Context: an optimization exercise on an open-source flow, tuned for small area. The choices shown serve that exercise and are no tape-out recipe.
The RTL was checked by simulation tests, not by an equivalence proof against the original design.
No activity file was given, so power comes from the tool's default toggle rates.

[config.mk]
export PLATFORM = sky130hd
export DESIGN_NAME = memoria_fpga_top
export DESIGN_NICKNAME = memoria_fpga_top
export VERILOG_FILES = /design/flow/design.v
export SDC_FILE = /design/flow/constraint.sdc
export NUM_CORES = 4
export LEC_CHECK = 0
export ABC_AREA = 1
export CAP_MARGIN = 20
export CORE_MARGIN = 2
export CORE_UTILIZATION = 40
export SLEW_MARGIN = 20
[constraint.sdc]
create_clock -name core_clock -period 80.0 [get_ports {clk50}]
set_input_delay 16.0000 -clock core_clock [delete_from_list [all_inputs] [get_ports {clk50}]]
set_output_delay 16.0000 -clock core_clock [all_outputs]
set_load 0.01 [all_outputs]
[design.v]
module memoria_fpga_top (
    input  logic        clk50,
    input  logic [3:0]  SW,
    input  logic        KEY0_n,
    input  logic        KEY1_n,
    input  logic        RESET_n,
    output logic        vgaclk,
    output logic        hsync, vsync,
    output logic        sync_b, blank_b,
    output logic [7:0]  r, g, b,
    output logic        LED_P1,
    output logic        LED_P2,
    output logic [3:0]  P1_PAIRS,
    output logic [3:0]  P2_PAIRS,
    output logic [6:0]  HEX0,
    output logic [6:0]  HEX1,
    output logic [6:0]  HEX2
);
    logic [3:0] xs;
    logic [6:0] xc;
    logic       ph;
    logic       x_end;
    logic [6:0] x_start;
    logic [3:0] xs_n;
    assign xs_n  = xs + 4'd1;
    assign x_end = ph & ((xs[3] == 1'b0 && xs[0] == 1'b1) ? (xc == 7'd74) : (&xc));
    always_comb begin
        if (xs_n[3] == 1'b0) x_start = xs_n[0] ? 7'd1 : 7'd52;
        else case (xs_n[2:0])
            3'b000:  x_start = 7'd108;
            3'b001:  x_start = 7'd112;
            3'b010:  x_start = 7'd32;
            3'b111:  x_start = 7'd108;
            default: x_start = 7'd116;
        endcase
    end
    always_ff @(posedge clk50 or negedge RESET_n) begin
        if (!RESET_n) begin
            xs <= 4'b1111; xc <= 7'd108; ph <= 1'b1;
        end else begin
            ph <= ~ph;
            if (x_end) begin
                xs <= xs_n; xc <= x_start;
            end else if (ph) begin
                xc <= xc + 7'd1;
            end
        end
    end
    logic [3:0] ys;
    logic [5:0] yc;
    logic       line_end, y_end;
    logic [5:0] y_start;
    logic [3:0] ys_n;
    assign line_end = x_end & (xs == 4'b1110);
    assign ys_n  = ys + 4'd1;
    assign y_end = (ys[3] == 1'b0 && ys[0] == 1'b1) ? (yc == 6'd54) : (&yc);
    always_comb begin
        if (ys_n[3] == 1'b0) y_start = ys_n[0] ? 6'd1 : 6'd8;
        else case (ys_n[2:0])
            3'b000:  y_start = 6'd44;
            3'b001:  y_start = 6'd54;
            3'b010:  y_start = 6'd62;
            3'b011:  y_start = 6'd55;
            3'b111:  y_start = 6'd44;
            default: y_start = 6'd56;
        endcase
    end
    always_ff @(posedge clk50 or negedge RESET_n) begin
        if (!RESET_n) begin
            ys <= 4'b1111; yc <= 6'd44;
        end else if (line_end) begin
            if (y_end) begin
                ys <= ys_n; yc <= y_start;
            end else begin
                yc <= yc + 6'd1;
            end
        end
    end
    logic x_vis, y_vis, in_vp;
    assign x_vis   = ~xs[3] | (xs == 4'b1000) | (xs == 4'b1111);
    assign y_vis   = ~ys[3] | (ys == 4'b1000) | (ys == 4'b1111);
    assign in_vp   = ~xs[3] & ~ys[3];
    assign vgaclk  = ~ph;
    assign hsync   = ~(xs == 4'b1010);
    assign vsync   = ~(ys == 4'b1010);
    assign sync_b  = hsync & vsync;
    assign blank_b = x_vis & y_vis;
    logic [1:0] cx, cy;
    logic       hx, hy;
    logic [6:0] adx;
    logic [5:0] ady;
    assign cx  = xs[2:1];
    assign hx  = xs[0];
    assign cy  = ys[2:1];
    assign hy  = ys[0];
    assign adx = hx ? xc : ~xc;
    assign ady = hy ? yc : ~yc;
    logic s0a, s1a, sta, lva; logic [3:0] cna;
    logic s0b, s1b, stb, lvb; logic [3:0] cnb;
    logic start_pulse, click_pulse;
    always_ff @(posedge clk50 or negedge RESET_n) begin
        if (!RESET_n) begin
            s0a <= 1'b1; s1a <= 1'b1; sta <= 1'b1; cna <= 4'd0; lva <= 1'b0;
            s0b <= 1'b1; s1b <= 1'b1; stb <= 1'b1; cnb <= 4'd0; lvb <= 1'b0;
        end else begin
            s0a <= KEY0_n; s1a <= s0a; lva <= ~sta;
            if (s1a != sta) begin
                cna <= cna + 4'd1;
                if (&cna) sta <= s1a;
            end else cna <= 4'd0;
            s0b <= KEY1_n; s1b <= s0b; lvb <= ~stb;
            if (s1b != stb) begin
                cnb <= cnb + 4'd1;
                if (&cnb) stb <= s1b;
            end else cnb <= 4'd0;
        end
    end
    assign start_pulse = ~sta & ~lva;
    assign click_pulse = ~stb & ~lvb;
    localparam logic [4:0]
        S_IDLE  = 5'd0,  S_WST   = 5'd1,  S_NEWT  = 5'd2,
        S_PICK1 = 5'd3,  S_AUTO1 = 5'd4,  S_PREP1 = 5'd5,  S_DO1 = 5'd6,  S_WAIT1 = 5'd7,
        S_PICK2 = 5'd8,  S_AUTO2 = 5'd9,  S_PREP2 = 5'd10, S_DO2 = 5'd11, S_WAIT2 = 5'd12,
        S_CHK1  = 5'd13, S_CHK2  = 5'd14,
        S_X0    = 5'd15, S_X1    = 5'd16, S_X2    = 5'd17, S_X3  = 5'd18,
        S_NEXT  = 5'd19, S_GOVER = 5'd20;
    logic [4:0] s, ns;
    logic       cur;
    logic [3:0] ia, ib;
    logic [7:0] pr;         
    logic [3:0] lfsr, lfsr_n;
    logic [3:0] p1, p2;
    logic       running, tick, tdone;
    logic [11:0] ps;
    logic [3:0] sec;
    logic pause, is_auto, stage2, match, all_done, cand_ok, take;
    logic [3:0] cand;
    assign pause   = (s == S_DO1) | (s == S_WAIT1) | (s == S_DO2) | (s == S_WAIT2) |
                     (s == S_CHK1) | (s == S_CHK2) | (s == S_X0) | (s == S_X1) |
                     (s == S_X2) | (s == S_X3);
    assign is_auto = (s == S_AUTO1) | (s == S_AUTO2);
    assign stage2  = (s == S_PICK2) | (s == S_AUTO2);
    assign lfsr_n  = {lfsr[2:0], lfsr[3] ^ lfsr[1]};
    assign cand    = is_auto ? lfsr_n : SW;
    assign cand_ok = ~pr[cand[2:0]] & ~(stage2 & (cand == ia));
    assign take    = cand_ok & (is_auto | click_pulse);
    assign match   = (ia[2:0] == ib[2:0]);
    assign all_done = &pr;
    always_comb begin
        ns = s;
        case (s)
            S_IDLE:  if (start_pulse) ns = S_WST;
            S_WST:   ns = S_NEWT;
            S_NEWT:  ns = S_PICK1;
            S_PICK1: if (take) ns = S_PREP1; else if (tdone) ns = S_AUTO1;
            S_AUTO1: if (take) ns = S_PREP1;
            S_PREP1: ns = S_DO1;
            S_DO1:   ns = S_WAIT1;
            S_WAIT1: ns = S_PICK2;
            S_PICK2: if (take) ns = S_PREP2; else if (tdone) ns = S_AUTO2;
            S_AUTO2: if (take) ns = S_PREP2;
            S_PREP2: ns = S_DO2;
            S_DO2:   ns = S_WAIT2;
            S_WAIT2: ns = S_CHK1;
            S_CHK1:  ns = S_CHK2;
            S_CHK2:  ns = S_X0;
            S_X0:    ns = S_X1;
            S_X1:    ns = S_X2;
            S_X2:    ns = S_X3;
            S_X3:    ns = S_NEXT;
            S_NEXT:  ns = (match & all_done) ? S_GOVER : S_NEWT;
            S_GOVER: if (start_pulse) ns = S_IDLE;
            default: ns = S_IDLE;
        endcase
    end
    always_ff @(posedge clk50 or negedge RESET_n) begin
        if (!RESET_n) begin
            s <= S_IDLE; cur <= 1'b0; ia <= 4'd0; ib <= 4'd0; pr <= 8'd0;
            lfsr <= 4'hA; p1 <= 4'd0; p2 <= 4'd0;
        end else begin
            s <= ns;
            if (is_auto) lfsr <= lfsr_n;
            if (take & ~stage2 & ((s == S_PICK1) | (s == S_AUTO1))) ia <= cand;
            if (take & stage2) ib <= cand;
            if ((s == S_X2) & match) pr[ib[2:0]] <= 1'b1;
            if ((s == S_NEXT) & ~match) cur <= ~cur;
            if (start_pulse) begin
                p1 <= 4'd0; p2 <= 4'd0;
            end else if ((s == S_NEXT) & match) begin
                if (cur) p2 <= p2 + 4'd1; else p1 <= p1 + 4'd1;
            end
        end
    end
    always_ff @(posedge clk50 or negedge RESET_n) begin
        if (!RESET_n) begin
            ps <= 12'd0; tick <= 1'b0; running <= 1'b0; sec <= 4'd0; tdone <= 1'b0;
        end else begin
            if (pause | ~running) begin
                ps <= 12'd0; tick <= 1'b0;
            end else begin
                ps <= ps + 12'd1; tick <= &ps;
            end
            tdone <= 1'b0;
            if (s == S_NEWT) begin
                sec <= 4'd15; running <= 1'b1;
            end else if (running & ~pause & tick & (sec != 4'd0)) begin
                sec <= sec - 4'd1;
                if (sec == 4'd1) tdone <= 1'b1;
            end
        end
    end
    logic [10:0] div;
    always_ff @(posedge clk50 or negedge RESET_n) begin
        if (!RESET_n) div <= 11'd0;
        else          div <= div + 11'd1;
    end
    logic gover;
    assign gover  = (s == S_GOVER);
    assign LED_P1 = ~gover & ~cur & div[10];
    assign LED_P2 = ~gover &  cur & div[10];
    assign P1_PAIRS = p1;
    assign P2_PAIRS = p2;
    function automatic logic [6:0] seg7(input logic [3:0] h);
        case (h)
            4'h0: seg7 = 7'b100_0000;
            4'h1: seg7 = 7'b111_1001;
            4'h2: seg7 = 7'b010_0100;
            4'h3: seg7 = 7'b011_0000;
            4'h4: seg7 = 7'b001_1001;
            4'h5: seg7 = 7'b001_0010;
            4'h6: seg7 = 7'b000_0010;
            4'h7: seg7 = 7'b111_1000;
            4'h8: seg7 = 7'b000_0000;
            4'h9: seg7 = 7'b001_0000;
            4'hA: seg7 = 7'b000_1000;
            4'hB: seg7 = 7'b000_0011;
            4'hC: seg7 = 7'b100_0110;
            4'hD: seg7 = 7'b010_0001;
            4'hE: seg7 = 7'b000_0110;
            default: seg7 = 7'b000_1110;
        endcase
    endfunction
    assign HEX0 = seg7(p1);
    assign HEX1 = seg7(p2);
    assign HEX2 = seg7(sec);
    logic [3:0] ci;
    logic a_up, b_up, a_gone, is_rem, is_face, sel_hit;
    logic bord3, bord5, shape;
    assign ci      = {cy, cx};
    assign a_up    = (s == S_WAIT1) | (s == S_PICK2) | (s == S_AUTO2) | (s == S_PREP2) |
                     (s == S_DO2) | (s == S_WAIT2) | (s == S_CHK1) | (s == S_CHK2) | (s == S_X0);
    assign b_up    = (s == S_WAIT2) | (s == S_CHK1) | (s == S_CHK2) | (s == S_X0) |
                     (s == S_X1) | (s == S_X2);
    assign a_gone  = match & ((s == S_X1) | (s == S_X2));
    assign is_rem  = pr[ci[2:0]] | (a_gone & (ci == ia));
    assign is_face = (a_up & (ci == ia)) | (b_up & (ci == ib));
    assign sel_hit = (ci == SW);
    assign bord3 = (~hx & (adx >= 7'd73)) | (hx & (adx >= 7'd72)) |
                   (~hy & (ady >= 6'd53)) | (hy & (ady >= 6'd52));
    assign bord5 = (~hx & (adx >= 7'd71)) | (hx & (adx >= 7'd70)) |
                   (~hy & (ady >= 6'd51)) | (hy & (ady >= 6'd50));
    logic [13:0] d2;
    logic [7:0]  man;
    logic        sh_ring, sh_dia, sh_cross, sh_x;
    assign d2       = adx * adx + ady * ady;
    assign man      = adx + ady;
    assign sh_ring  = (d2 <= 14'd1296) & (d2 >= 14'd900);
    assign sh_dia   = (man >= 8'd30) & (man <= 8'd36);
    assign sh_cross = ((adx <= 7'd6) & (ady <= 6'd36)) | ((ady <= 6'd6) & (adx <= 7'd36));
    assign sh_x     = ({1'b0, adx} <= {2'b0, ady} + 8'd6) & ({2'b0, ady} <= {1'b0, adx} + 8'd6);
    always_comb begin
        case (cx)
            2'd0: shape = sh_ring;
            2'd1: shape = sh_dia;
            2'd2: shape = sh_cross;
            default: shape = sh_x;
        endcase
    end
    logic colAGD, colFE, colBC, rowA, rowG, rowD, rowFB, rowEC, dig;
    logic p1_gt, p2_gt;
    assign colAGD = ((cx == 2'd1) & (hx | (adx <= 7'd9))) | ((cx == 2'd2) & (~hx | (adx <= 7'd8)));
    assign colFE  = (cx == 2'd1) & (hx ? (adx <= 7'd12) : (adx <= 7'd9));
    assign colBC  = (cx == 2'd2) & (hx ? (adx <= 7'd8) : (adx <= 7'd13));
    assign rowA   = (cy == 2'd0) & hy & (ady >= 6'd31) & (ady <= 6'd52);
    assign rowG   = ((cy == 2'd1) & hy & (ady >= 6'd44)) | ((cy == 2'd2) & ~hy & (ady >= 6'd45));
    assign rowD   = (cy == 2'd3) & ~hy & (ady >= 6'd32) & (ady <= 6'd53);
    assign rowFB  = ((cy == 2'd0) & hy & (ady >= 6'd53)) | ((cy == 2'd1) & (~hy | (ady <= 6'd43)));
    assign rowEC  = ((cy == 2'd2) & (hy | (ady <= 6'd44))) | ((cy == 2'd3) & ~hy & (ady >= 6'd54));
    assign p1_gt  = p1 > p2;
    assign p2_gt  = p2 > p1;
    always_comb begin
        if (p1_gt)      dig = colBC & (rowFB | rowEC);
        else if (p2_gt) dig = (colAGD & (rowA | rowD | rowG)) | (colBC & rowFB) | (colFE & rowEC);
        else            dig = (colAGD & (rowA | rowD)) | ((colBC | colFE) & (rowFB | rowEC));
        dig = dig & in_vp & gover;
    end
    logic [3:0] cls;
    always_comb begin
        if (!blank_b)            cls = 4'd0;
        else if (!in_vp)         cls = 4'd1;
        else if (is_rem)         cls = 4'd2;
        else if (sel_hit & bord5) cls = 4'd3;
        else if (bord3)          cls = 4'd4;
        else if (!is_face)       cls = 4'd5;
        else if (shape)          cls = {1'b1, ci[2:0]};
        else                     cls = 4'd6;
    end
    logic [3:0]  cls_q;
    logic        dim_q, vis_q, dig_q;
    logic [23:0] bl;
    logic [23:0] pal;
    always_comb begin
        case (cls_q)
            4'd0:  pal = 24'h000000;
            4'd1:  pal = {8'd10,  8'd50,  8'd15};
            4'd2:  pal = {8'd28,  8'd28,  8'd28};
            4'd3:  pal = {8'd255, 8'd255, 8'd60};
            4'd4:  pal = {8'd240, 8'd240, 8'd240};
            4'd5:  pal = {8'd20,  8'd80,  8'd20};
            4'd6:  pal = {8'd16,  8'd60,  8'd16};
            4'd7:  pal = 24'h000000;
            4'd8:  pal = {8'd200, 8'd120, 8'd20};
            4'd9:  pal = {8'd40,  8'd200, 8'd160};
            4'd10: pal = {8'd180, 8'd60,  8'd200};
            4'd11: pal = {8'd230, 8'd210, 8'd40};
            4'd12: pal = {8'd80,  8'd230, 8'd80};
            4'd13: pal = {8'd60,  8'd120, 8'd240};
            4'd14: pal = {8'd240, 8'd120, 8'd60};
            default: pal = {8'd180, 8'd180, 8'd210};
        endcase
    end
    always_ff @(posedge clk50 or negedge RESET_n) begin
        if (!RESET_n) begin
            cls_q <= 4'd0; dim_q <= 1'b0; vis_q <= 1'b0;
        end else if (ph) begin
            cls_q <= cls; dim_q <= gover & in_vp; vis_q <= blank_b;
        end
    end
    always_ff @(posedge clk50) begin
        if (ph) begin
            dig_q <= dig;
            if (dim_q) bl <= {{1'b0, bl[23:17]} + 8'd80, {1'b0, bl[15:9]} + 8'd10, {1'b0, bl[7:1]} + 8'd10};
            else       bl <= pal;
        end
    end
    assign r = vis_q ? (dig_q ? 8'hFF : bl[23:16]) : 8'h00;
    assign g = vis_q ? (dig_q ? 8'hFF : bl[15:8])  : 8'h00;
    assign b = vis_q ? (dig_q ? 8'hFF : bl[7:0])   : 8'h00;
endmodule
[run.sh]
#!/bin/bash
# synth_recipe.tcl (not shown) runs the flow's synth.tcl, then flattens the netlist and writes it again
# the make line also repeats each setting of config.mk as NAME=value (left out here)
make -C /OpenROAD-flow-scripts/flow DESIGN_CONFIG=/design/flow/config.mk WORK_HOME=/design/flow/orfs CLKGATE_MAP_FILE= SYNTH_SCRIPT=/design/flow/synth_recipe.tcl finish
==> run summary <==
[where the power goes]
group / internal (W) / switching [W] / leakage [nW] / total, W
combinational: 0.0000233 / 0.0000393 / 4.95 / 0.0000627
sequential: 0.0000752 / 0.00000776 / 1.55 / 0.0000830
clock: 0.0000420 / 0.0000345 / 0.281 / 0.0000765
total: 0.000141 / 0.0000816 / 6.78 / 0.000222
[metrics by stage]
stage / instance area [µm²] / setup WS (ns) / hold WS (ns)
final: 13850 / 61.49 / 0.3552
after global routing: 13850 / 61.38 / 0.3631
after CTS: 13850 / 61.50 / 0.3563
after detailed placement: 13270 / 61.96 / 0.3470
after global placement: 13270 / 61.98 / 0.3471
after floorplan: 12280 / 62.50 / 0.3452
[worst max path at each step]
stage                     slack (ns)               from  cells after the start      end
final                          61.49  xs[0]$_DFFE_PN1P_                      5   sync_b
after global routing           61.38       ph$_DFF_PN1_                      2   vgaclk
after CTS                      61.50       ph$_DFF_PN1_                      2   vgaclk
after floorplan                62.50  xs[1]$_DFFE_PN1P_                      7  blank_b
after detailed placement       61.96  xs[0]$_DFFE_PN1P_                      5   sync_b
after global placement         61.98       ph$_DFF_PN1_                      2   vgaclk
[critical path, cell delays in order, from the launching register on]
cell             delay (ns)
dfstp_2                0.76
inv_2                  0.22
ha_1                   0.27
nand3_1                0.16
and2_1                 0.15
clkdlybuf4s50_1        0.53
[layout make-up]
| type | count | area (µm²) | area share (%) |
|---|---|---|---|
| clock buffer | 18 | 439.2 | 3.172 |
| clock inverter | 14 | 133.9 | 0.9669 |
| inverter | 283 | 1065 | 7.690 |
| multi-input combinational | 1213 | 7546 | 54.50 |
| sequential | 133 | 3483 | 25.16 |
| tap | 396 | 495.5 | 3.579 |
| timing repair buffer | 69 | 683.2 | 4.934 |
[sequential cells by signal (all words and copies together), names as in the netlist, 4 cells and up]
register  count
sec           4
ib            4
p2            4
yc            6
cnb           4
div          11
ps           12
cls_q         4
lfsr          4
ia            4
cna           4
pr            8
xs            4
bl           24
p1            4
s             5
ys            4
xc            7
[cell usage in the layout (no fill, tap or decap), drive strengths merged, types with 8 or more instances in the layout]
cell	count
clkdlybuf4s50	66
nand3	95
o21ai	106
clkbuf	18
nor3	25
ha	117
nand2	368
a21oi	79
xor2	35
inv	290
o211ai	14
a31oi	9
edfxtp	25
nor2	195
dfrtp	84
xnor2	21
a22oi	10
dfstp	24
nand4	23
fa	41
o22ai	8
[layer usage]
layer,share of wire [%],track usage [%],vias to the layer above
met5,0,0,-
met2,47,31.33,248
met3,3.9,2.332,32
met4,1.6,5.410,0
met1,48,27.14,5015
li1,-,-,5500
[logic make-up (layout without fill, tap and decap cells)]
logic type | after synthesis | count (layout) | share of synthesized area [%]
AOI/OAI and AO/OA | 266 | 266 | 12.79
xor gates and xnor gates | 56 | 56 | 4.116
adders and majority gates | 158 | 158 | 18.60
buffers and inverters | 321 | 384 | 10.19
DFF | 133 | 133 | 28.36
muxes | 2 | 2 | 0.1732
other | 1 | 1 | 0.03054
and+or+nand+nor | 730 | 730 | 25.74
==> flow_summary.yaml <==
outcome:
  status: "no timing/DRC/antenna violations"
floorplanning:
  rows: 64
  coreArea_um2: 30430
  die_area_um2: 32120
  start_util_pct: 40.36
  die_x_um: 179.2
  die_height_um: 179.2
  io_pins: 68
finish:
  instances_no_fill: 2126
  fill_cells: 3070
  syn2layout_area_growth_pct: 12.75
  layout-drive-gt1-share_pct: 6.416
  final_nets: 1883
  antenna_cells: 0
  fin_util_pct: 45.50
critical_path:
  timing.rr.end: "cls_q[2]$_DFFE_PN0P_"
  reg2reg_depth: 34
  reg2reg_slack_ns: 73.01
  cp.required_ns: 64.00
  cp.arrival_ns: 2.51
  path_class: "reg -> out"
  startpoint_type: "flop"
  end_kind: "primary output"
  path_max_fanout: 18
  r2r-start: "ys[0]$_DFFE_PN1P_"
pwr:
  vdd_drop_max_mv: 0.01748
  total_power_w: 0.0002221
  p_per_area_nw_per_um2: 16.04
  cellLeakagePower_nw: 6.782
clock_tree:
  cts_tree: "yes"
  ctsHoldBuffers: 0
  cts_buffer_depth: 2
  htreeDepth: 4
  cts_resized: 0
  numCtsBuffers: 17
  clkTransAtPathRegs_ns: 0.06
  root_buffer: "clkbuf_16"
  clk-insertion-delay-late_ns: 0.42
  cts_setup_buffers: 0
  cts_sinks: 133
hold_path:
  hp-class: "reg -> reg"
  whs_path_depth: 0
  min_from: "s0a$_DFF_PN1_"
  min_to: "s1a$_DFF_PN1_"
detailed_routing:
  vias: 10800
  ant_nets: 0
  dr.pass1.iters: 6
  drc: 0
  wl_per_cell_um: 13.99
  viasPerCell: 5.078
  wirelength_um: 29740
  drtIter0Drc: 909
synthesis:
  ys.warnings.count: 1
  netlist_area_um2: 12280
  yosys.area.top_type: "dfrtp_1"
  synthTopCellsByArea: "dfrtp_1 17%, ha_1 12%, nand2_1 11%"
  ys_types: 68
  synth_edf_count: 25
  synthTopCellsByCount: "354 x nand2_1, 268 x inv_1, 189 x nor2_1"
  synth.most_common_cell: "nand2_1"
  async_flop_share_pct: 81.20
  netlist.area_leader.share_pct: 17.12
  synthFlopType: "dfrtp_1"
  syn_nets: 1833
  synth_seq_cells: 133
  ys_seq_area_share_pct: 28.36
  synth_cells: 1667
  syn_area_per_cell_um2: 7.367
timing:
  setup_viol: 0
  slew_viol_final: 0
  min_period_ns: 18.51
  tns_ns: 0
  period_share_pct: 23.13
  fmax_mhz: 54.03
  rsz0062_at_grt: "false"
  slew_headroom_pct: 40.26
  hold_viol_final: 0
  worstMarginPinSlew_ns: 0.8897
  skew_ns: 0.01400
flow_run:
  drv_cap: 0
global_routing:
  overflow: 0
  antenna_found_initial: 0
  grt_usage_pct: 19.32
  grt_max_degree: 59
  grt_pass1_wl_um: 50280
  grt_pass1_vias: 10260
place:
  io_buffers: 67
  place_inst: 2094
  dp_hpwl_um: 23080
  globalplace.congestion: 0.8888

-- port drivers added, routing unchanged --
The results above use ideal ports. As a check the final layout listed here was re-extracted and re-timed, cells and wires unchanged.
Step 1, drivers: a clkbuf_16 drives clk50 and a buf_2 each remaining input, both assumed.
Step 2 also shifts input and output timing later by t, the mid clock arrival at the registers, as if the neighbouring blocks saw the same clock.
Three values: ideal ports, drivers, drivers and shift; two values: the first two.
shift t [ns]: 0.466
setup slack, ns: 61.493 / 61.445 / 61.911
worst setup path at the end: register to output
clock arrival spread, ns: 0.015 / 0.014
pins driven straight from the clock port: 1
After both steps setup and hold are still met in this run. The setup slack of this run moves by -0.048 ns with the drivers and by +0.418 ns with both steps.
